What follows belongs to an exercise in optimizing a design on an open flow for small area, a short achievable clock period and few clock cycles; a production flow would make more cautious choices.
Function was not checked in any run shown here: the RTL went through the layout flow alone.
Power is estimated from default activity; no workload was simulated.

## flow/design.v (module list and top-level ports; edited modules follow where they fit)
// module MyDesign: 213 lines
// module conv_tree: 1858 lines
module MyDesign(
      output reg        dut_busy                   ,
      input  wire       dut_run                    ,
      input  wire       reset_b                    ,
      input  wire       clk                        ,
      output            input_sram_write_enable    ,
      output     [11:0] input_sram_write_addresss  ,
      output     [15:0] input_sram_write_data      ,
      output     [11:0] input_sram_read_address    ,
      input wire [15:0] input_sram_read_data       ,
      output reg        output_sram_write_enable    ,
      output reg [11:0] output_sram_write_addresss  ,
      output reg [15:0] output_sram_write_data      ,
      output     [11:0] output_sram_read_address    ,
      input wire [15:0] output_sram_read_data       ,
      output            scratchpad_sram_write_enable    ,
      output     [11:0] scratchpad_sram_write_addresss  ,
      output     [15:0] scratchpad_sram_write_data      ,
      output     [11:0] scratchpad_sram_read_address    ,
      input wire [15:0] scratchpad_sram_read_data       ,
      output            weights_sram_write_enable    ,
      output     [11:0] weights_sram_write_addresss  ,
      output     [15:0] weights_sram_write_data      ,
      output reg [11:0] weights_sram_read_address    ,
      input wire [15:0] weights_sram_read_data
);
  // ...
==> flow/flow/run.sh <==
#!/bin/bash
# Own layout flow: the standard flow (standard.sh) with two changes.
#  1. After the standard synthesis, fa_polarity.py chooses each full adder's polarity (a full
#     adder is self-dual) and swaps simple gates for their complements, so that most of the
#     inverters Yosys leaves between the adders of the multiplier tree go away. Registers and
#     their cells are untouched; the netlist computes the same function.
#  2. Ports are buffered with sky130_fd_sc_hd__buf_4 (one buffer per port, as the standard
#     flow does) instead of the buffer buffer_ports picks by itself.
# Each step's full output goes to a log file in the work folder.
set -euo pipefail
W=$PWD
RES=$W/orfs/results/${FLOW_PLATFORM}/MyDesign/base
bash standard.sh synth > 1_std_synth.log 2>&1
cp "$RES/1_2_yosys.v" 1_2_yosys.standard.v
python3 flow/fa_polarity.py 1_2_yosys.standard.v 1_2_yosys.polarity.v > 2_fa_polarity.log 2>&1
cp 1_2_yosys.polarity.v "$RES/1_2_yosys.v"
rm -f "$RES/1_synth.odb" "$RES/1_synth.sdc"
bash standard.sh synth > 3_std_synth_odb.log 2>&1
bash standard.sh "BUFFER_PORTS_ARGS=-buffer_cell sky130_fd_sc_hd__buf_4" finish > 4_std_layout.log 2>&1
==> flow/flow/fa_polarity.py <==
#!/usr/bin/env python3
"""Remove inverters around full adders in a Yosys/ORFS gate netlist by choosing each full
adder's polarity. A full adder is self-dual: FA(~a, ~b, ~c) = (~sum, ~cout), so an FA cell may
compute on complemented inputs and produce complemented outputs. This picks, per FA cell, the
polarity that needs the fewest inverters, then rebuilds the inverters: for each signal at most one
inverter feeds every pin that needs its complement. Flip-flops and all other cells keep their
connections and function; nets connected to ports are left as they are.

usage: fa_polarity.py in.v out.v
"""
import re
import sys
import random

src = open(sys.argv[1]).read()
cell_re = re.compile(r'^(\s*)(sky130_fd_sc_hd__\w+)\s+(\S+)\s*\((.*?)\);\n', re.S | re.M)
pin_re = re.compile(r'\.(\w+)\(\s*(.*?)\s*\)\s*(?:,|$)', re.S)

cells = []          # [type, name, {pin: net}, order]
spans = []
for m in cell_re.finditer(src):
    typ, name, body = m.group(2), m.group(3), m.group(4)
    pins = [(p, n.strip()) for p, n in pin_re.findall(body)]
    cells.append([typ, name, dict(pins), [p for p, _ in pins]])
    spans.append((m.start(), m.end()))

OUTPINS = {'X', 'Y', 'Q', 'Q_N', 'SUM', 'COUT', 'HI', 'LO'}
# complement pairs with the same inputs: (cell, output pin, area)
PAIRS = [("and2_1", "X", 6.256, "nand2_1", "Y", 3.7536), ("and2_0", "X", 6.256, "nand2_1", "Y", 3.7536),
         ("or2_1", "X", 6.256, "nor2_1", "Y", 3.7536), ("xor2_1", "X", 8.7584, "xnor2_1", "Y", 8.7584),
         ("or2b_1", "X", 7.5072, "nor2b_1", "Y", 6.256), ("and2b_1", "X", 7.5072, "nand2b_1", "Y", 6.256),
         ("a21o_1", "X", 7.5072, "a21oi_1", "Y", 5.0048), ("o21a_1", "X", 7.5072, "o21ai_0", "Y", 5.0048),
         ("a22o_1", "X", 8.7584, "a22oi_1", "Y", 7.5072), ("o22a_1", "X", 8.7584, "o22ai_1", "Y", 6.256),
         ("mux2_1", "X", 11.2608, "mux2i_1", "Y", 10.0096), ("and3_1", "X", 6.256, "nand3_1", "Y", 5.0048),
         ("or3_1", "X", 6.256, "nor3_1", "Y", 5.0048), ("a211o_1", "X", 8.7584, "a211oi_1", "Y", 7.5072),
         ("o211a_1", "X", 10.0096, "o211ai_1", "Y", 7.5072), ("a31o_1", "X", 8.7584, "a31oi_1", "Y", 6.256),
         ("o31a_1", "X", 8.7584, "o31ai_1", "Y", 7.5072), ("or3b_1", "X", 8.7584, "nor3b_1", "Y", 7.5072),
         ("and3b_1", "X", 8.7584, "nand3b_1", "Y", 7.5072), ("xor3_1", "X", 23.7728, "xnor3_1", "X", 22.5216),
         ("a2bb2o_1", "X", 10.0096, "a2bb2oi_1", "Y", 8.7584), ("o2bb2a_1", "X", 10.0096, "o2bb2ai_1", "Y", 8.7584),
         ("a32o_1", "X", 10.0096, "a32oi_1", "Y", 8.7584), ("and4_1", "X", 8.7584, "nand4_1", "Y", 6.256),
         ("or4_1", "X", 7.5072, "nor4_1", "Y", 6.256), ("a21bo_1", "X", 10.0096, "a21boi_0", "Y", 7.5072),
         ("o21ba_1", "X", 10.0096, "o21bai_1", "Y", 7.5072)]
COMP = {}
for a, ap, aa, b, bp, ba in PAIRS:
    COMP["sky130_fd_sc_hd__" + a] = ("sky130_fd_sc_hd__" + b, ap, bp, ba - aa)
    if "sky130_fd_sc_hd__" + b not in COMP:
        COMP["sky130_fd_sc_hd__" + b] = ("sky130_fd_sc_hd__" + a, bp, ap, aa - ba)
INV_AREA = 3.7536
def is_inv(t): return re.search(r'__(clk)?inv_\d+$', t) is not None
def is_fa(t): return re.search(r'__fa_\d+$', t) is not None

# port nets: anything declared input/output (bus bits written as name[i])
ports = set()
for m in re.finditer(r'^\s*(input|output)\s+(\[(\d+):(\d+)\]\s+)?(\S+?)\s*;', src, re.M):
    nm = m.group(5)
    if m.group(2):
        hi, lo = int(m.group(3)), int(m.group(4))
        for i in range(min(hi, lo), max(hi, lo) + 1):
            ports.add(f"{nm}[{i}]")
    ports.add(nm)

driver = {}
loads = {}
for ci, (typ, name, pins, order) in enumerate(cells):
    for p, n in pins.items():
        if p in OUTPINS:
            driver[n] = (ci, p)
        else:
            loads.setdefault(n, []).append((ci, p))

# root and parity through inverter chains
def root_of(n):
    par = 0
    seen = 0
    while n in driver and is_inv(cells[driver[n][0]][0]) and seen < 50:
        n = cells[driver[n][0]][2]['A']
        par ^= 1
        seen += 1
    return n, par

inv_cells = [ci for ci, c in enumerate(cells) if is_inv(c[0])]
fa_cells = [ci for ci, c in enumerate(cells) if is_fa(c[0])]
gate_cells = [ci for ci, c in enumerate(cells) if c[0] in COMP]
fa_index = {ci: k for k, ci in enumerate(fa_cells)}

# terminal loads of each root: (cell, pin, parity), over the root's inverter tree
term = {}
tree_nets = {}
def collect(r):
    res = []
    nets = []
    stack = [(r, 0)]
    while stack:
        n, par = stack.pop()
        nets.append(n)
        for (ci, p) in loads.get(n, []):
            if is_inv(cells[ci][0]):
                stack.append((cells[ci][2]['Y'], par ^ 1))
            else:
                res.append((ci, p, par))
    return res, nets

roots = set()
for ci in inv_cells:
    roots.add(root_of(cells[ci][2]['A'])[0])
for ci in fa_cells:
    for p in ('COUT', 'SUM'):
        roots.add(cells[ci][2][p])
    for p in ('A', 'B', 'CIN'):
        roots.add(root_of(cells[ci][2][p])[0])
for ci in gate_cells:
    roots.add(cells[ci][2][COMP[cells[ci][0]][1]])
frozen = set()
for r in roots:
    t, nets = collect(r)
    term[r] = t
    tree_nets[r] = nets
    if any(n in ports for n in nets) or r.startswith("1'"):
        frozen.add(r)

src_fa = {}
for ci in fa_cells:
    for p in ('COUT', 'SUM'):
        src_fa[cells[ci][2][p]] = fa_index[ci]
NF = len(fa_cells)
gate_var = {}
for k, ci in enumerate(gate_cells):
    gate_var[ci] = NF + k
    src_fa[cells[ci][2][COMP[cells[ci][0]][1]]] = NF + k
var_cell = fa_cells + gate_cells
fixed = set()
for r in frozen:
    if r in src_fa:
        fixed.add(src_fa[r])

# roots touched by each FA (its output roots and the roots feeding its inputs)
fa_roots = [set() for _ in var_cell]
for r in roots:
    if r in src_fa:
        fa_roots[src_fa[r]].add(r)
    for (ci, p, par) in term[r]:
        if ci in fa_index:
            fa_roots[fa_index[ci]].add(r)

pol = [0] * len(var_cell)
def var_cost(k):
    if k < NF or not pol[k]:
        return 0.0
    return COMP[cells[var_cell[k]][0]][3]

def cost_root(r):
    if r in frozen:
        return INV_AREA if any(par for (ci, p, par) in term[r]) else 0.0
    ps = pol[src_fa[r]] if r in src_fa else 0
    need = False
    for (ci, p, par) in term[r]:
        pl = pol[fa_index[ci]] if ci in fa_index else 0
        if par ^ pl ^ ps:
            need = True
            break
    return INV_AREA if need else 0.0

def total():
    return sum(cost_root(r) for r in roots) + sum(var_cost(k) for k in range(len(var_cell)))

before = sum(1 for _ in inv_cells)
start = total()
improved = True
it = 0
order = list(range(len(var_cell)))
rng = random.Random(1)
while improved and it < 50:
    improved = False
    it += 1
    rng.shuffle(order)
    for k in order:
        if k in fixed:
            continue
        rs = fa_roots[k]
        c0 = sum(cost_root(r) for r in rs) + var_cost(k)
        pol[k] ^= 1
        c1 = sum(cost_root(r) for r in rs) + var_cost(k)
        if c1 < c0 - 1e-9:
            improved = True
        else:
            pol[k] ^= 1
# simulated annealing on top of the greedy result
import math
cur = total()
best = cur
best_pol = pol[:]
free = [k for k in range(len(var_cell)) if k not in fixed]
T0, T1, STEPS = 4.0, 0.05, 400000
for step in range(STEPS):
    T = T0 * (T1 / T0) ** (step / STEPS)
    k = free[rng.randrange(len(free))]
    rs = fa_roots[k]
    c0 = sum(cost_root(r) for r in rs) + var_cost(k)
    pol[k] ^= 1
    c1 = sum(cost_root(r) for r in rs) + var_cost(k)
    d = c1 - c0
    if d <= 0 or rng.random() < math.exp(-d / T):
        cur += d
        if cur < best - 1e-9:
            best = cur
            best_pol = pol[:]
    else:
        pol[k] ^= 1
pol = best_pol
end = total()
sys.stderr.write(f"inverters before {before}, cost (um2) before {start:.1f}, after {end:.1f}, "
                 f"fa {len(fa_cells)} flipped {sum(pol[:NF])}, gates {len(gate_cells)} flipped {sum(pol[NF:])}, iterations {it}\n")

# rebuild: drop tree inverters of non-frozen roots, add one inverter per root that needs it
drop = set()
newcells = []
newwires = []
k = 0
for r in roots:
    if r in frozen:
        continue
    tr = term[r]
    ps = pol[src_fa[r]] if r in src_fa else 0
    for n in tree_nets[r]:
        if n in driver and is_inv(cells[driver[n][0]][0]):
            drop.add(driver[n][0])
    inv_net = None
    for (ci, p, par) in tr:
        pl = pol[fa_index[ci]] if ci in fa_index else 0
        if par ^ pl ^ ps:
            if inv_net is None:
                inv_net = f"_polfix_n{k}_"
                newwires.append(inv_net)
                newcells.append(("sky130_fd_sc_hd__inv_1", f"_polfix_i{k}_", {'A': r, 'Y': inv_net}, ['A', 'Y']))
                k += 1
            cells[ci][2][p] = inv_net
        else:
            cells[ci][2][p] = r

for ci, k in gate_var.items():
    if pol[k]:
        typ, name, pins, order = cells[ci]
        nt, op, np_, _ = COMP[typ]
        pins[np_] = pins.pop(op)
        cells[ci] = [nt, name, pins, [np_ if q == op else q for q in order]]
out = []
pos = 0
first = spans[0][0] if spans else len(src)
head = src[:first]
# declare new wires after the last wire declaration of the header
idx = head.rfind('\n  wire ')
idx = head.index('\n', idx + 1) + 1 if idx >= 0 else len(head)
head = head[:idx] + ''.join(f"  wire {w};\n" for w in newwires) + head[idx:]
out.append(head)
def fmt(typ, name, pins, order):
    body = ",\n".join(f"    .{p}({pins[p]}{' ' if pins[p].startswith(chr(92)) else ''})" for p in order)
    return f"  {typ} {name} (\n{body}\n  );\n"
for ci, (typ, name, pins, order) in enumerate(cells):
    if ci in drop:
        continue
    out.append(fmt(typ, name, pins, order))
for c in newcells:
    out.append(fmt(*c))
out.append(src[spans[-1][1]:] if spans else "")
open(sys.argv[2], 'w').write(''.join(out))
sys.stderr.write(f"dropped {len(drop)} inverters, added {len(newcells)}\n")
==> flow/standard.sh <==
#!/bin/bash
# synth_recipe.tcl (not shown) runs the flow's synth.tcl, then flattens the netlist and writes it again
# the make line also repeats each setting of config.mk as NAME=value (left out here)
make -C /OpenROAD-flow-scripts/flow DESIGN_CONFIG=/design/flow/config.mk WORK_HOME=/design/flow/orfs CLKGATE_MAP_FILE= SYNTH_SCRIPT=/design/flow/synth_recipe.tcl "${@:-finish}"
==> flow/config.mk <==
export PLATFORM = sky130hd
export DESIGN_NAME = MyDesign
export DESIGN_NICKNAME = MyDesign
export VERILOG_FILES = /design/flow/design.v
export SDC_FILE = /design/flow/constraint.sdc
export NUM_CORES = 4
export LEC_CHECK = 0
export CAP_MARGIN = 60
export CORE_MARGIN = 2
export CORE_UTILIZATION = 40
export SLEW_MARGIN = 60
==> flow/constraint.sdc <==
create_clock -name core_clock -period 13.0 [get_ports {clk}]
set_input_delay 2.6000 -clock core_clock [delete_from_list [all_inputs] [get_ports {clk}]]
set_output_delay 2.6000 -clock core_clock [all_outputs]
set_load 0.01 [all_outputs]
==> qor.txt, run 1 <==
PortBufs: 77
max-slew violation count: 0
Finished Layout Cells: 3785
clock share of power: 0.215
crit-path max FO: 8
num ports: 232
Initial Util: 0.4050
root buffer cell: clkbuf_16
largest power group: combinational logic
Flop pwr share: 0.303
die width: 287.1 um
final net count: 3360
Clock net power: 1.67 mW
Die ar.: 82410 um^2
Non-clk invs: 118
gpl congestion: 0.9704
total gr overflow: 0
outcome: no timing/DRC/antenna violations
first-pass GRT wire length: 138.2 mm
initial antenna violation count: 6
largest net degree at the start of global routing: 73
DRT antenna net count: 0
Worst path slowest cell: dfxtp_1
Worst path max stage delay: 0.52 ns
YS warnings: 3
cts hold-fix bufs: 0
R2R Path End: u_tree.mid[73]
met3 usage: 0.04175
==> run 2, diff against run 1 <==
--- a/flow/config.mk
+++ b/flow/config.mk
@@ -9,3 +9,4 @@
 export CORE_MARGIN = 2
 export CORE_UTILIZATION = 40
+export CTS_BUF_LIST = sky130_fd_sc_hd__clkbuf_8
 export SLEW_MARGIN = 60
==> run 2 against run 1 <==
  * Area after synthesis stayed put
  * Power is 1.7% lower
  * Global-route usage is 0.29 points higher
  * Critical path type unchanged
==> qor.txt, run 2 <==
outcome: no timing/DRC/antenna violations (unchanged)
data arrival time of the worst path: 1.44 ns (was 1.34 ns)
setup TNS: 0 ns (unchanged)
Post-CTS Setup Bufs: 0 (unchanged)
Syn Std Cell Area: 32050 um^2 (unchanged)
DRC: 0 (unchanged)
Largest register FFs: 145 (unchanged)
Final setup viols: 0 (unchanged)
DP Worst Slack: 9.000 ns (was 8.979 ns)
YS warnings: 3 (unchanged)
Sequential cell area: 12270 um^2 (about the same)
overall routing resource usage: 0.2356 (was 0.2326)
CTS Buffer Depth: 3 (unchanged)
switching share of power: 0.3978 (was 0.3888)
Buf+Inv Stages, Crit Path: 1 (unchanged)
final hold vios: 0 (unchanged)
Setup CP Type: reg -> out (unchanged)
die width: 287.1 um (unchanged)
WP data required: 10.40 ns (about the same)
max_slew headroom: 0.5636 (was 0.5779)
row count: 103 (unchanged)
HPWL Detailed: 75.73 mm (was 75.28 mm)
vias in the first global route: 21273 (was 21020)
clock share of power: 0.203 (was 0.215)
root buffer cell: clkbuf_8 (was clkbuf_16)
min-delay worst type: reg -> reg (unchanged)
num ports: 232 (unchanged)
PortBufs: 77 (unchanged)
Die ar.: 82410 um^2 (unchanged)
Core ar.: 79130 um^2 (unchanged)
chip height: 287.1 um (unchanged)
number of clock sinks: 556 (unchanged)
Final Power: 7.636 mW (was 7.767 mW)
period utilisation layout: 0.3106 (was 0.3027)
max-slew violation count: 0 (unchanged)
GR Util met2: 0.3901 (was 0.3845)
crit-path max FO: 8 (unchanged)
cts hold-fix bufs: 0 (unchanged)
Mean Syn Cell Area: 12.51 um^2 (unchanged)
PnR worst setup slack: 8.963 ns (was 9.065 ns)
fill cell total of the finished layout: 7375 (was 7254)
Peak Freq: 247.7 MHz (was 254.1 MHz)
Inst Count DP: 3677 (was 3673)
Power Dens Cells: 214.4 nW/um^2 (was 218.1 nW/um^2)
GRT Max-Usage Layer: met2 (unchanged)
vias per cell: 5.031 (was 5.044)
max cap viols: 0 (unchanged)
initial antenna violation count: 5 (was 6)
Finished Layout Cells: 3845 (was 3785)
H-Tree Depth: 3 (was 2)
DRT antenna net count: 0 (unchanged)
total CTS buffers: 88 (was 56)
largest net degree at the start of global routing: 73 (unchanged)
delay-heaviest family, CP: flip-flops (unchanged)
RSZ-0062 raised after global routing: false (unchanged)
Worst path max stage delay: 0.52 ns (about the same)
CTS tree: yes (unchanged)
worst-margin pin slew: 0.6537 ns (was 0.6324 ns)
crit end category: primary output (unchanged)
commonest non-fill, non-tap cell in the layout: fa_1 (unchanged)
Int Pwr: 4.598 mW (was 4.748 mW)
met1 usage in global routing: 0.3010 (was 0.3055)
gpl congestion: 0.9516 (was 0.9704)
Comb pwr share: 0.489 (was 0.482)
first-pass GRT wire length: 138.8 mm (was 138.2 mm)
CTS resizes: 0 (unchanged)
final core occ: 0.4501 (was 0.4502)
min Tclk post-route: 4.037 ns (was 3.935 ns)
Pre-Repair DR Iteration Count: 6 (was 7)
final net count: 3398 (was 3360)
critical path, cell by cell: buf_4 (unchanged)
type of origin of the critical path: flop (unchanged)
Net Sw Power: 3.038 mW (was 3.020 mW)
Biggest register: u_tree.mid (unchanged)
Regs by FF count: u_tree.mid x145, kr x72 (unchanged)
Post-Route WL: 94.72 mm (was 93.15 mm)
met3 usage: 0.05143 (was 0.04175)
internal reg-to-reg setup slack: 9.16 ns (was 9.09 ns)
drt wl/cell: 24.63 um (was 24.61 um)
Gate Count Post-Synth: 2561 (unchanged)
insertion delay to the later sink of the worst-skew pair: 0.72 ns (was 0.63 ns)
Worst path slowest cell: dfxtp_1 (unchanged)
multi-input logic area: 18870 um^2 (was 18860 um^2)
Worst Skew: 0.04946 ns (was 0.03483 ns)
most frequent cells in the layout: fa_1, dfxtp_1, and2_1, nand2_1, inv_1 (was fa_1, dfxtp_1, and2_1, nand2_1, conb_1)
Vias: 19346 (was 19091)
total gr overflow: 0 (unchanged)
Layout area overhead: 11.13% (was 11.14%)
DR iter-0 viols: 1274 (was 1569)
Initial Util: 0.4050 (unchanged)
LEAKAGE: 14.86 nW (was 14.70 nW)
Flop pwr share: 0.308 (was 0.303)
share of layout cells above drive strength 1: 0.1290 (was 0.1153)
worst vdd rail ir drop: 0.3334 mV (was 0.3153 mV)
Worst-path clk slew: 0.07 ns (was 0.06 ns)
-- run 2: per-stage QoR --
| step | hold slack, ns | cell area, um^2 |
|---|---|---|
| global route | 0.3219 | 35610 |
| global placement | 0.3128 | 33460 |
| CTS | 0.3126 | 35530 |
| finish | 0.3195 | 35620 |
| detailed placement | 0.3121 | 33650 |
| floorplan | 0.3096 | 32500 |
-- run 2: layout make-up --
| class | instances | share of cell area |
|---|---|---|
| flip-flops and latches | 556 | 0.3445 |
| well taps | 1050 | 0.03688 |
| repair buffers | 106 | 0.02332 |
| inverters | 118 | 0.01244 |
| clock buffers | 109 | 0.04212 |
| multi-input cells | 1852 | 0.5299 |
| clock inverters | 50 | 0.01061 |
| diodes | 4 | 0.0002810 |
-- run 2: final timing paths --
path,depth (start not counted),to,start
min reg2reg,0,sr1[2],sr0[2]
max,1,input_sram_read_address[6],addr[6]
max reg2reg,7,u_tree.mid[73],x01[1]
min,0,sr1[2],sr0[2]
-- run 2: metal layers --
metal / wire length, um / vias to the layer above
met1: 38880 / 10137
met5: 13 / -
met4: 3869 / 2
met3: 6577 / 186
met2: 45380 / 745
li1: - / 8276
-- run 2: power groups by stage --
stage | Combinational, mW | Sequential [mW] | Clock, mW
2_1_floorplan | 2.25 | 2.30 | 0
3_3_place_gp | 3.61 | 2.38 | 0
3_5_place_dp | 3.78 | 2.39 | 0
4_1_cts | 3.79 | 2.36 | 1.60
5_1_grt | 4.21 | 2.38 | 1.67
6_report | 3.74 | 2.35 | 1.55
==> run 3, diff against run 2 <==
--- a/flow/flow/run.sh
+++ b/flow/flow/run.sh
@@ -13,5 +13,5 @@
 bash standard.sh synth > 1_std_synth.log 2>&1
 cp "$RES/1_2_yosys.v" 1_2_yosys.standard.v
-python3 flow/fa_polarity.py 1_2_yosys.standard.v 1_2_yosys.polarity.v > 2_fa_polarity.log 2>&1
+python3 flow/fa_polarity.py 1_2_yosys.standard.v 1_2_yosys.polarity.v --size '^\\x[0-2][0-2]\[=sky130_fd_sc_hd__dfxtp_2' '^\\(addr|output_sram_write|dut_busy)=sky130_fd_sc_hd__dfxtp_2' > 2_fa_polarity.log 2>&1
 cp 1_2_yosys.polarity.v "$RES/1_2_yosys.v"
 rm -f "$RES/1_synth.odb" "$RES/1_synth.sdc"
--- a/flow/flow/fa_polarity.py
+++ b/flow/flow/fa_polarity.py
@@ -7,5 +7,8 @@
 connections and function; nets connected to ports are left as they are.
 
-usage: fa_polarity.py in.v out.v
+Optionally also changes the drive strength of the cells whose instance names match a regular
+expression (--size REGEX=CELL, e.g. to give registers that drive many loads a stronger cell).
+
+usage: fa_polarity.py in.v out.v [--size REGEX=CELL ...]
 """
 import re
@@ -14,4 +17,10 @@
 
 src = open(sys.argv[1]).read()
+SIZES = []
+for a in sys.argv[3:]:
+    if a.startswith('--size'):
+        continue
+    rx, cell = a.rsplit('=', 1)
+    SIZES.append((re.compile(rx), cell))
 cell_re = re.compile(r'^(\s*)(sky130_fd_sc_hd__\w+)\s+(\S+)\s*\((.*?)\);\n', re.S | re.M)
 pin_re = re.compile(r'\.(\w+)\(\s*(.*?)\s*\)\s*(?:,|$)', re.S)
@@ -256,8 +265,15 @@
     body = ",\n".join(f"    .{p}({pins[p]}{' ' if pins[p].startswith(chr(92)) else ''})" for p in order)
     return f"  {typ} {name} (\n{body}\n  );\n"
+nsized = 0
 for ci, (typ, name, pins, order) in enumerate(cells):
     if ci in drop:
         continue
+    for rx, cell in SIZES:
+        if rx.search(name) and re.sub(r'_\d+$', '', typ) == re.sub(r'_\d+$', '', cell):
+            typ = cell
+            nsized += 1
+            break
     out.append(fmt(typ, name, pins, order))
+sys.stderr.write(f"resized {nsized} cells\n")
 for c in newcells:
     out.append(fmt(*c))
--- a/flow/config.mk
+++ b/flow/config.mk
@@ -9,4 +9,3 @@
 export CORE_MARGIN = 2
 export CORE_UTILIZATION = 40
-export CTS_BUF_LIST = sky130_fd_sc_hd__clkbuf_8
 export SLEW_MARGIN = 60
==> run 3 against run 2 <==
  * Clock-buffer cell count down 39
  * Core utilization is 0.54 points lower
  * Combinational power down 1%
  * Final cell count shrank 1.5%
  * Sequential power hardly changed
  * Critical path type is now reg -> reg
  * Largest power group unchanged
  * Highest routed layer unchanged
==> qor.txt, run 3 <==
fill cell total of the finished layout: 7247 (was 7375)
total CTS buffers: 56 (was 88)
num ports: 232 (unchanged)
drt wl/cell: 24.05 um (was 24.63 um)
insertion delay to the later sink of the worst-skew pair: 0.64 ns (was 0.72 ns)
root buffer cell: clkbuf_16 (was clkbuf_8)
crit end category: flop (was primary output)
vias per cell: 5.017 (was 5.031)
row count: 104 (was 103)
share of layout cells above drive strength 1: 0.1400 (was 0.1290)
min Tclk post-route: 3.901 ns (was 4.037 ns)
DR iter-0 viols: 1396 (was 1274)
data arrival time of the worst path: 4.37 ns (was 1.44 ns)
Die ar.: 82720 um^2 (was 82410 um^2)
area of placed instances: 33650 um^2 (about the same)
Syn Std Cell Area: 32170 um^2 (was 32050 um^2)
max_slew headroom: 0.5820 (was 0.5636)
die width: 287.6 um (was 287.1 um)
commonest non-fill, non-tap cell in the layout: fa_1 (unchanged)
Finished Cell Area: 35590 um^2 (was 35620 um^2)
H-Tree Depth: 2 (was 3)
HPWL Detailed: 73.59 mm (was 75.73 mm)
Pre-Repair DR Iteration Count: 5 (was 6)
total gr overflow: 0 (unchanged)
Biggest register: u_tree.mid (unchanged)
Vias: 18996 (was 19346)
Worst Skew: 0.04938 ns (was 0.04946 ns)
Setup CP Type: reg -> reg (was reg -> out)
gpl congestion: 0.9513 (was 0.9516)
Peak Freq: 256.4 MHz (was 247.7 MHz)
YS warnings: 3 (unchanged)
max-slew violation count: 0 (unchanged)
Layout area overhead: 10.63% (was 11.13%)
Post-CTS Setup Bufs: 0 (unchanged)
overall routing resource usage: 0.2271 (was 0.2356)
RSZ-0062 raised after global routing: false (unchanged)
CTS tree: yes (unchanged)
Largest register FFs: 145 (unchanged)
Post-Route WL: 91.04 mm (was 94.72 mm)
Power Dens Cells: 215.8 nW/um^2 (was 214.4 nW/um^2)
max cap viols: 0 (unchanged)
setup TNS: 0 ns (unchanged)
CTS Buffer Depth: 3 (unchanged)
DRC: 0 (unchanged)
final hold vios: 0 (unchanged)
Core ar.: 80030 um^2 (was 79130 um^2)
LEAKAGE: 14.63 nW (was 14.86 nW)
worst-margin pin slew: 0.6271 ns (was 0.6537 ns)
chip height: 287.6 um (was 287.1 um)
vias in the first global route: 20891 (was 21273)
crit-path max FO: 8 (unchanged)
first-pass GRT wire length: 135.4 mm (was 138.8 mm)
DRT antenna net count: 0 (unchanged)
Final setup viols: 0 (unchanged)
Regs by FF count: u_tree.mid x145, kr x72 (unchanged)
Mean Syn Cell Area: 12.56 um^2 (was 12.51 um^2)
worst vdd rail ir drop: 0.3546 mV (was 0.3334 mV)
min-delay worst type: reg -> reg (unchanged)
number of clock sinks: 556 (unchanged)
final net count: 3351 (was 3398)
Worst-path clk slew: 0.06 ns (was 0.07 ns)
type of origin of the critical path: flop (unchanged)
period utilisation layout: 0.3001 (was 0.3106)
WP data required: 13.47 ns (was 10.40 ns)
CTS resizes: 0 (unchanged)
PortBufs: 77 (unchanged)
largest net degree at the start of global routing: 73 (unchanged)
outcome: no timing/DRC/antenna violations (unchanged)
most frequent cells in the layout: fa_1, dfxtp_1, and2_1, nand2_1, conb_1 (was fa_1, dfxtp_1, and2_1, nand2_1, inv_1)
initial antenna violation count: 4 (was 5)
Gate Count Post-Synth: 2561 (unchanged)
Initial Util: 0.4020 (was 0.4050)
cts hold-fix bufs: 0 (unchanged)
run 3: worst paths after layout:
kind                     to  depth (start not counted)      from  slack (ns)
min                 sr1[12]                          0   sr0[12]        0.33
max reg2reg  u_tree.mid[73]                          8  kr[0][4]        9.10
min reg2reg         sr1[12]                          0   sr0[12]        0.33
max          u_tree.mid[73]                          8  kr[0][4]        9.10
run 3: where the power goes:
group	internal, mW	leakage, nW	switching, mW
combinational	1.62	8.99	2.07
sequential	2.15	4.73	0.212
clock	0.927	0.908	0.711
run 3: area by class of cell:
class                   instances  area [um^2]  area share
clock inverters                35        377.9     0.01062
well taps                    1060         1326     0.03726
multi-input cells            1852        18850      0.5297
clock buffers                  70         1528     0.04292
flip-flops and latches        556        12370      0.3474
inverters                     118        442.9     0.01244
diodes                          4        10.01   0.0002812
repair buffers                 91        690.7     0.01940
run 3: per-stage QoR:
step / std cells / setup slack [ns] / utilization / total power, mW / hold WS [ns]
5_1_grt: 3782 / 9.034 / 0.4446 / 8.283 / 0.3254
6_report: 3786 / 9.099 / 0.4448 / 7.682 / 0.3252
3_3_place_gp: 3668 / 8.738 / 0.4192 / 6.006 / 0.3106
3_5_place_dp: 3674 / 8.951 / 0.4205 / 6.144 / 0.3121
2_1_floorplan: 2682 / 8.912 / - / 4.548 / 0.3096
4_1_cts: 3779 / 9.072 / 0.4444 / 7.816 / 0.3247
run 3: per-layer routing:
| metal | track usage | share of wire | vias up |
|---|---|---|---|
| met2 | 0.3778 | 0.48 | 731 |
| met3 | 0.04437 | 0.066 | 203 |
| li1 | - | - | 8177 |
| met5 | 0 | 0.00016 | - |
| met4 | 0.09388 | 0.044 | 2 |
| met1 | 0.2903 | 0.41 | 9883 |
run 3: critical path, stage by stage, from the launching register on:
cell	delay (ns)
edfxtp_1	0.69
nand2_1	0.16
fa_1	0.51
ha_1	0.29
inv_1	0.05
fa_1	0.54
fa_1	0.45
fa_1	0.62
fa_1	0.43
==> run 4, diff against run 3 <==
--- a/flow/config.mk
+++ b/flow/config.mk
@@ -6,6 +6,6 @@
 export NUM_CORES = 4
 export LEC_CHECK = 0
-export CAP_MARGIN = 60
+export CAP_MARGIN = 80
 export CORE_MARGIN = 2
 export CORE_UTILIZATION = 40
-export SLEW_MARGIN = 60
+export SLEW_MARGIN = 80
==> run 4 against run 3 <==
  * First-iteration DRC count shrank 13%
  * Area after synthesis is the same
  * Synthesized cell count is the same
  * Core utilization grew 2.0 points
  * Global-route usage is essentially flat
  * Final area grew 4.6%
  * Power grew 2.0%
  * Worst setup slack lost 0.25 ns
  * Worst hold slack is essentially flat
  * Non-clock buffer count grew 139
  * Maximum frequency shrank 6.0%
  * Highest routed layer is now met4
==> qor.txt, run 4 <==
outcome: no timing/DRC/antenna violations (unchanged)
FF-to-FF Start: kr[0][2] (was kr[0][4])
CTS tree: yes (unchanged)
DR iter-0 viols: 1212 (was 1396)
vias per cell: 4.900 (was 5.017)
period utilisation layout: 0.3193 (was 0.3001)
Die ar.: 82720 um^2 (unchanged)
min-delay worst type: reg -> reg (unchanged)
initial antenna violation count: 2 (was 4)
Regs by FF count: u_tree.mid x145, kr x72 (unchanged)
R2R Path End: u_tree.mid[73] (unchanged)
YS warnings: 3 (unchanged)
Gate Count Post-Synth: 2561 (unchanged)
setup TNS: 0 ns (unchanged)
PortBufs: 77 (unchanged)
min Tclk post-route: 4.151 ns (was 3.901 ns)
Mean Syn Cell Area: 12.56 um^2 (unchanged)
Worst-path clk slew: 0.06 ns (about the same)
drt wl/cell: 23.27 um (was 24.05 um)
DRT antenna net count: 0 (unchanged)
Peak Freq: 240.9 MHz (was 256.4 MHz)
largest net degree at the start of global routing: 28 (was 73)
vias in the first global route: 21490 (was 20891)
internal reg-to-reg setup slack: 8.85 ns (was 9.10 ns)
Setup CP Type: reg -> reg (unchanged)
hold path cells: 0 (unchanged)
row count: 104 (unchanged)
crit end category: flop (unchanged)
Biggest register: u_tree.mid (unchanged)
min-delay src: sr6[4] (was sr0[12])
Initial Util: 0.4020 (unchanged)
most frequent cells in the layout: fa_1, and2_1, dfxtp_1, nand2_1, conb_1 (was fa_1, dfxtp_1, and2_1, nand2_1, conb_1)
crit-path max FO: 4 (was 8)
total gr overflow: 0 (unchanged)
Core ar.: 80030 um^2 (unchanged)
Final Power: 7.833 mW (was 7.682 mW)
Worst Skew: 0.03783 ns (was 0.04938 ns)
Syn Std Cell Area: 32170 um^2 (unchanged)
max cap viols: 0 (unchanged)
WHS: 0.3257 ns (was 0.3252 ns)
CTS resizes: 0 (unchanged)
Pre-Repair DR Iteration Count: 8 (was 5)
hold path endpoint: sr7[4] (was sr1[12])
WP data required: 13.46 ns (was 13.47 ns)
Largest register FFs: 145 (unchanged)
cts hold-fix bufs: 0 (unchanged)
num ports: 232 (unchanged)
Post-CTS Setup Bufs: 0 (unchanged)
share of layout cells above drive strength 1: 0.1950 (was 0.1400)
gpl congestion: 0.9319 (was 0.9513)
worst vdd rail ir drop: 0.2221 mV (was 0.3546 mV)
final hold vios: 0 (unchanged)
chip height: 287.6 um (unchanged)
Layout area overhead: 15.73% (was 10.63%)
data arrival time of the worst path: 4.61 ns (was 4.37 ns)
commonest non-fill, non-tap cell in the layout: fa_1 (unchanged)
CTS Buffer Depth: 3 (unchanged)
final net count: 3492 (was 3351)
number of clock sinks: 556 (unchanged)
type of origin of the critical path: flop (unchanged)
H-Tree Depth: 2 (unchanged)
first-pass GRT wire length: 136.6 mm (was 135.4 mm)
Vias: 19242 (was 18996)
FF-to-FF path depth: 11 (was 8)
Power Dens Cells: 210.4 nW/um^2 (was 215.8 nW/um^2)
die width: 287.6 um (unchanged)
DRC: 0 (unchanged)
LEAKAGE: 15.41 nW (was 14.63 nW)
Post-Route WL: 91.37 mm (was 91.04 mm)
RSZ-0062 raised after global routing: false (unchanged)
root buffer cell: clkbuf_16 (unchanged)
overall routing resource usage: 0.2273 (was 0.2271)
HPWL Detailed: 76.12 mm (was 73.59 mm)
Final setup viols: 0 (unchanged)
insertion delay to the later sink of the worst-skew pair: 0.63 ns (was 0.64 ns)
total CTS buffers: 58 (was 56)
max-slew violation count: 0 (unchanged)
[run 4: worst max-delay path, stage by stage, from the launching register on]
cell             delay, ns
edfxtp_1              0.33
buf_2                 0.19
clkdlybuf4s18_2       0.28
clkdlybuf4s15_2       0.28
nand2_1               0.08
fa_1                  0.44
ha_1                  0.28
inv_1                 0.05
fa_1                  0.54
fa_1                  0.45
fa_1                  0.60
fa_1                  0.46
[run 4: layer usage]
metal	global-route usage	part of all wire	up-vias
li1	-	-	8453
met1	0.2901	0.42	9992
met2	0.3799	0.48	620
met3	0.04216	0.055	177
met4	0.09479	0.046	0
met5	0	0	-
[run 4: metrics by stage]
step	area (um^2)	worst slack, ns	instances	util
after floorplan	32630	8.912	2682	-
after global placement	33560	8.460	3670	0.4194
after detailed placement	35090	8.896	3814	0.4385
after CTS	37150	8.874	3924	0.4642
after global routing	37230	8.772	3926	0.4652
final	37230	8.849	3927	0.4653
[run 4: final cells by class]
cell class / instances / area [um^2]
Fill cell: 7227 / 42790
Multi-Input combinational cell: 1852 / 19100
Sequential cell: 556 / 12460
Timing Repair Buffer: 230 / 1838
Clock buffer: 79 / 1662
Tap cell: 1060 / 1326
Inverter: 118 / 447.9
Clock inverter: 31 / 395.4
Antenna cell: 1 / 2.502
[run 4: how the worst max path moves through the flow]
stage                   from             end  slack, ns  cells past startpoint
finish              kr[0][2]  u_tree.mid[73]       8.85                     11
global route        kr[0][7]  u_tree.mid[73]       8.77                     10
CTS                 kr[0][2]  u_tree.mid[73]       8.87                     11
detailed placement   reset_b           cb[0]       8.90                      6
global placement     reset_b           cb[0]       8.46                      4
floorplan            reset_b           cb[0]       8.91                      4
[run 4: power by group]
part           internal, mW  switching (mW)  leakage, nW
registers              2.14           0.196         4.75
logic                  1.66            2.09         9.65
clock network          1.04           0.704         1.01
==> run 5, diff against run 4 <==
--- a/flow/flow/run.sh
+++ b/flow/flow/run.sh
@@ -13,5 +13,5 @@
 bash standard.sh synth > 1_std_synth.log 2>&1
 cp "$RES/1_2_yosys.v" 1_2_yosys.standard.v
-python3 flow/fa_polarity.py 1_2_yosys.standard.v 1_2_yosys.polarity.v --size '^\\x[0-2][0-2]\[=sky130_fd_sc_hd__dfxtp_2' '^\\(addr|output_sram_write|dut_busy)=sky130_fd_sc_hd__dfxtp_2' > 2_fa_polarity.log 2>&1
+python3 flow/fa_polarity.py 1_2_yosys.standard.v 1_2_yosys.polarity.v --size '^\\x[0-2][0-2]\[=sky130_fd_sc_hd__dfxtp_2' '^\\(addr|waddr|output_sram_write|dut_busy)=sky130_fd_sc_hd__dfxtp_2' > 2_fa_polarity.log 2>&1
 cp 1_2_yosys.polarity.v "$RES/1_2_yosys.v"
 rm -f "$RES/1_synth.odb" "$RES/1_synth.sdc"
--- a/flow/config.mk
+++ b/flow/config.mk
@@ -6,6 +6,8 @@
 export NUM_CORES = 4
 export LEC_CHECK = 0
-export CAP_MARGIN = 80
+export CAP_MARGIN = 60
 export CORE_MARGIN = 2
 export CORE_UTILIZATION = 40
-export SLEW_MARGIN = 80
+export CTS_CLUSTER_DIAMETER = 100
+export CTS_CLUSTER_SIZE = 30
+export SLEW_MARGIN = 60
==> run 5 against run 4 <==
  * Routed wire length down 0.92%
  * Global-route usage down 0.24 points
  * Final cell count down 5.0%
  * Clock skew up 0.015 ns
  * Die area about the same
  * Sequential power about the same
  * Via count down 3.2%
  * Flip-flop and latch count unchanged
  * Non-clock buffer count down 131
  * Critical path type unchanged
==> qor.txt, run 5 <==
outcome: no timing/DRC/antenna violations (unchanged)
delay-heaviest family, CP: adder cells (unchanged)
Post-Route WL: 90.53 mm (was 91.37 mm)
vias in the first global route: 20535 (was 21490)
crit-path max FO: 6 (was 4)
final hold vios: 0 (unchanged)
period utilisation layout: 0.3024 (was 0.3193)
H-Tree Depth: 1 (was 2)
YS warnings: 3 (unchanged)
Biggest register: u_tree.mid (unchanged)
overall routing resource usage: 0.2249 (was 0.2273)
HPWL Detailed: 74.42 mm (was 76.12 mm)
crit end category: flop (unchanged)
Post-CTS Setup Bufs: 0 (unchanged)
commonest non-fill, non-tap cell in the layout: fa_1 (unchanged)
largest net degree at the start of global routing: 73 (was 28)
Initial Util: 0.4021 (was 0.4020)
fill cell total of the finished layout: 7361 (was 7227)
initial antenna violation count: 5 (was 2)
area of placed instances: 33720 um^2 (was 35090 um^2)
root buffer cell: clkbuf_16 (unchanged)
drt wl/cell: 24.27 um (was 23.27 um)
min-delay worst type: reg -> reg (unchanged)
Gate Count Post-Synth: 2561 (unchanged)
WP data required: 13.50 ns (was 13.46 ns)
Worst Skew: 0.05267 ns (was 0.03783 ns)
RSZ-0062 raised after global routing: false (unchanged)
setup TNS: 0 ns (unchanged)
first-pass GRT wire length: 134.9 mm (was 136.6 mm)
Peak Freq: 254.4 MHz (was 240.9 MHz)
LEAKAGE: 14.14 nW (was 15.41 nW)
worst vdd rail ir drop: 0.2825 mV (was 0.2221 mV)
Largest register FFs: 145 (unchanged)
Worst path max stage delay: 0.61 ns (was 0.60 ns)
Final setup viols: 0 (unchanged)
CTS tree: yes (unchanged)
PortBufs: 77 (unchanged)
DR iter-0 viols: 1259 (was 1212)
multi-input logic area: 18860 um^2 (was 19100 um^2)
Die ar.: 82730 um^2 (was 82720 um^2)
Layout area overhead: 7.337% (was 15.73%)
Sequential cell area: 12370 um^2 (was 12460 um^2)
Power Dens Cells: 203.0 nW/um^2 (was 210.4 nW/um^2)
Regs by FF count: u_tree.mid x145, kr x72 (unchanged)
Mean Syn Cell Area: 12.56 um^2 (about the same)
Pre-Repair DR Iteration Count: 5 (was 8)
Core ar.: 80030 um^2 (unchanged)
total gr overflow: 0 (unchanged)
vias per cell: 4.993 (was 4.900)
WHS: 0.3325 ns (was 0.3257 ns)
Finished Cell Area: 34540 um^2 (was 37230 um^2)
Syn Std Cell Area: 32180 um^2 (was 32170 um^2)
CTS resizes: 0 (unchanged)
chip height: 287.6 um (about the same)
Finished Layout Cells: 3730 (was 3927)
worst-margin pin slew: 0.6066 ns
type of origin of the critical path: flop (unchanged)
Most common cell on crit path: fa_1 (unchanged)
CTS Buffer Depth: 3 (unchanged)
DRC: 0 (unchanged)
number of clock sinks: 556 (unchanged)
die width: 287.6 um (about the same)
Worst-path clk slew: 0.11 ns (was 0.06 ns)
row count: 104 (unchanged)
Worst path slowest cell: fa_1 (unchanged)
Buf+Inv Stages, Crit Path: 2 (was 4)
Inst Count DP: 3681 (was 3814)
Vias: 18625 (was 19242)
max cap viols: 0 (unchanged)
critical path, cell by cell: buf_4, nand2_1, fa_1, ha_1, inv_1, fa_1, fa_1, fa_1, fa_1 (was buf_2, clkdlybuf4s18_2, clkdlybuf4s15_2, nand2_1, fa_1, ha_1, inv_1, fa_1, fa_1, fa_1, fa_1)
gpl congestion: 0.9505 (was 0.9319)
total CTS buffers: 24 (was 58)
insertion delay to the later sink of the worst-skew pair: 0.63 ns (about the same)
DRT antenna net count: 0 (unchanged)
max-slew violation count: 0 (unchanged)
share of layout cells above drive strength 1: 0.1244 (was 0.1950)
min Tclk post-route: 3.931 ns (was 4.151 ns)
most frequent cells in the layout: fa_1, dfxtp_1, and2_1, nand2_1, conb_1 (was fa_1, and2_1, dfxtp_1, nand2_1, conb_1)
num ports: 232 (unchanged)
cts hold-fix bufs: 0 (unchanged)
final net count: 3327 (was 3492)
max_slew headroom: 0.5956
Setup CP Type: reg -> reg (unchanged)
data arrival time of the worst path: 4.43 ns (was 4.61 ns)
[run 5: cell types whose count changed in the layout (fill, tap and decap cells not counted), sizes merged]
cell | previous run | this run
buf | 152 | 98
bufinv | 7 | 0
clkbuf | 80 | 34
clkdlybuf4s15 | 24 | 0
clkdlybuf4s18 | 52 | 0
clkdlybuf4s25 | 1 | 0
clkinv | 14 | 5
clkinvlp | 3 | 0
diode | 1 | 2
inv | 125 | 123
[run 5: layout make-up]
class                           count  share of cell area
Multi-Input combinational cell   1852              0.5461
Tap cell                         1060             0.03840
Sequential cell                   556              0.3581
Inverter                          118             0.01282
Clock buffer                       33             0.01837
Antenna cell                        2           0.0001449
Timing Repair Buffer               99             0.02242
Clock inverter                     10            0.003586
[run 5: per-stage QoR]
stage                     power [mW]  worst slack [ns]  utilization
after CTS                      7.113             9.106       0.4308
after detailed placement       6.201             8.936       0.4213
after global placement         6.057             8.990       0.4195
final                          7.012             9.069       0.4316
after global routing           7.565             9.001       0.4315
after floorplan                4.548             8.912            -
[run 5: worst paths after layout]
check	from	end	slack, ns	cells past startpoint
max	kr[0][4]	u_tree.mid[73]	9.07	9
min	sr0[12]	sr1[12]	0.33	0
max reg2reg	kr[0][4]	u_tree.mid[73]	9.07	9
min reg2reg	sr0[12]	sr1[12]	0.33	0
[run 5: power breakdown]
group | total, mW | switching, mW | internal [mW]
clock network | 0.925 | 0.560 | 0.365
logic | 3.74 | 2.11 | 1.63
registers | 2.35 | 0.206 | 2.14
[run 5: metal layers]
layer | vias up | part of all wire | GRT usage
met1 | 9816 | 0.43 | 0.3012
li1 | 8082 | - | -
met4 | 0 | 0.042 | 0.08698
met3 | 148 | 0.055 | 0.02900
met5 | - | 0 | 0
met2 | 579 | 0.48 | 0.3723

[port drivers added, routing unchanged]
No port has a modelled driver above. Below, the same layouts with a new extraction and two added sets of constraints. Step 1 (the two cells are an assumption about what drives the block):
set clk [get_ports {clk}]
set_driving_cell -lib_cell sky130_fd_sc_hd__clkbuf_16 $clk
set_driving_cell -lib_cell sky130_fd_sc_hd__buf_2 [delete_from_list [all_inputs] $clk]
Step 2 adds t to the input delays and takes it off the output delays; t is the mean of the earliest and latest rising clock arrival at the registers after step 1. Input paths then give back, and output paths get back, about the clock's delay inside the block. a / b / c = ideal / step 1 / step 2; a / b = the first two.
| run | shift t [ns] | setup WS [ns] | hold slack, ns | clock arrival spread, ns | worst data-port slew with drivers (ns) |
|---|---|---|---|---|---|
| run 1 | 0.667 | 9.065 / 9.007 / 9.054 | 0.318 / 0.318 / 0.318 | 0.039 / 0.039 | 0.08 |
| run 2 | 0.755 | 8.963 / 8.908 / 8.992 | 0.320 / 0.320 / 0.320 | 0.050 / 0.050 | 0.06 |
| run 3 | 0.672 | 9.099 / 9.052 / 8.959 | 0.325 / 0.325 / 0.325 | 0.054 / 0.055 | 0.07 |
| run 4 | 0.672 | 8.849 / 8.849 / 8.849 | 0.326 / 0.326 / 0.326 | 0.040 / 0.040 | 0.07 |
| run 5 | 0.664 | 9.069 / 9.069 / 8.944 | 0.333 / 0.333 / 0.333 | 0.053 / 0.053 | 0.06 |
After both steps every run listed still meets setup and hold. The setup slack of run 3, which loses most, moves by -0.047 ns with the drivers and by -0.140 ns with both steps.
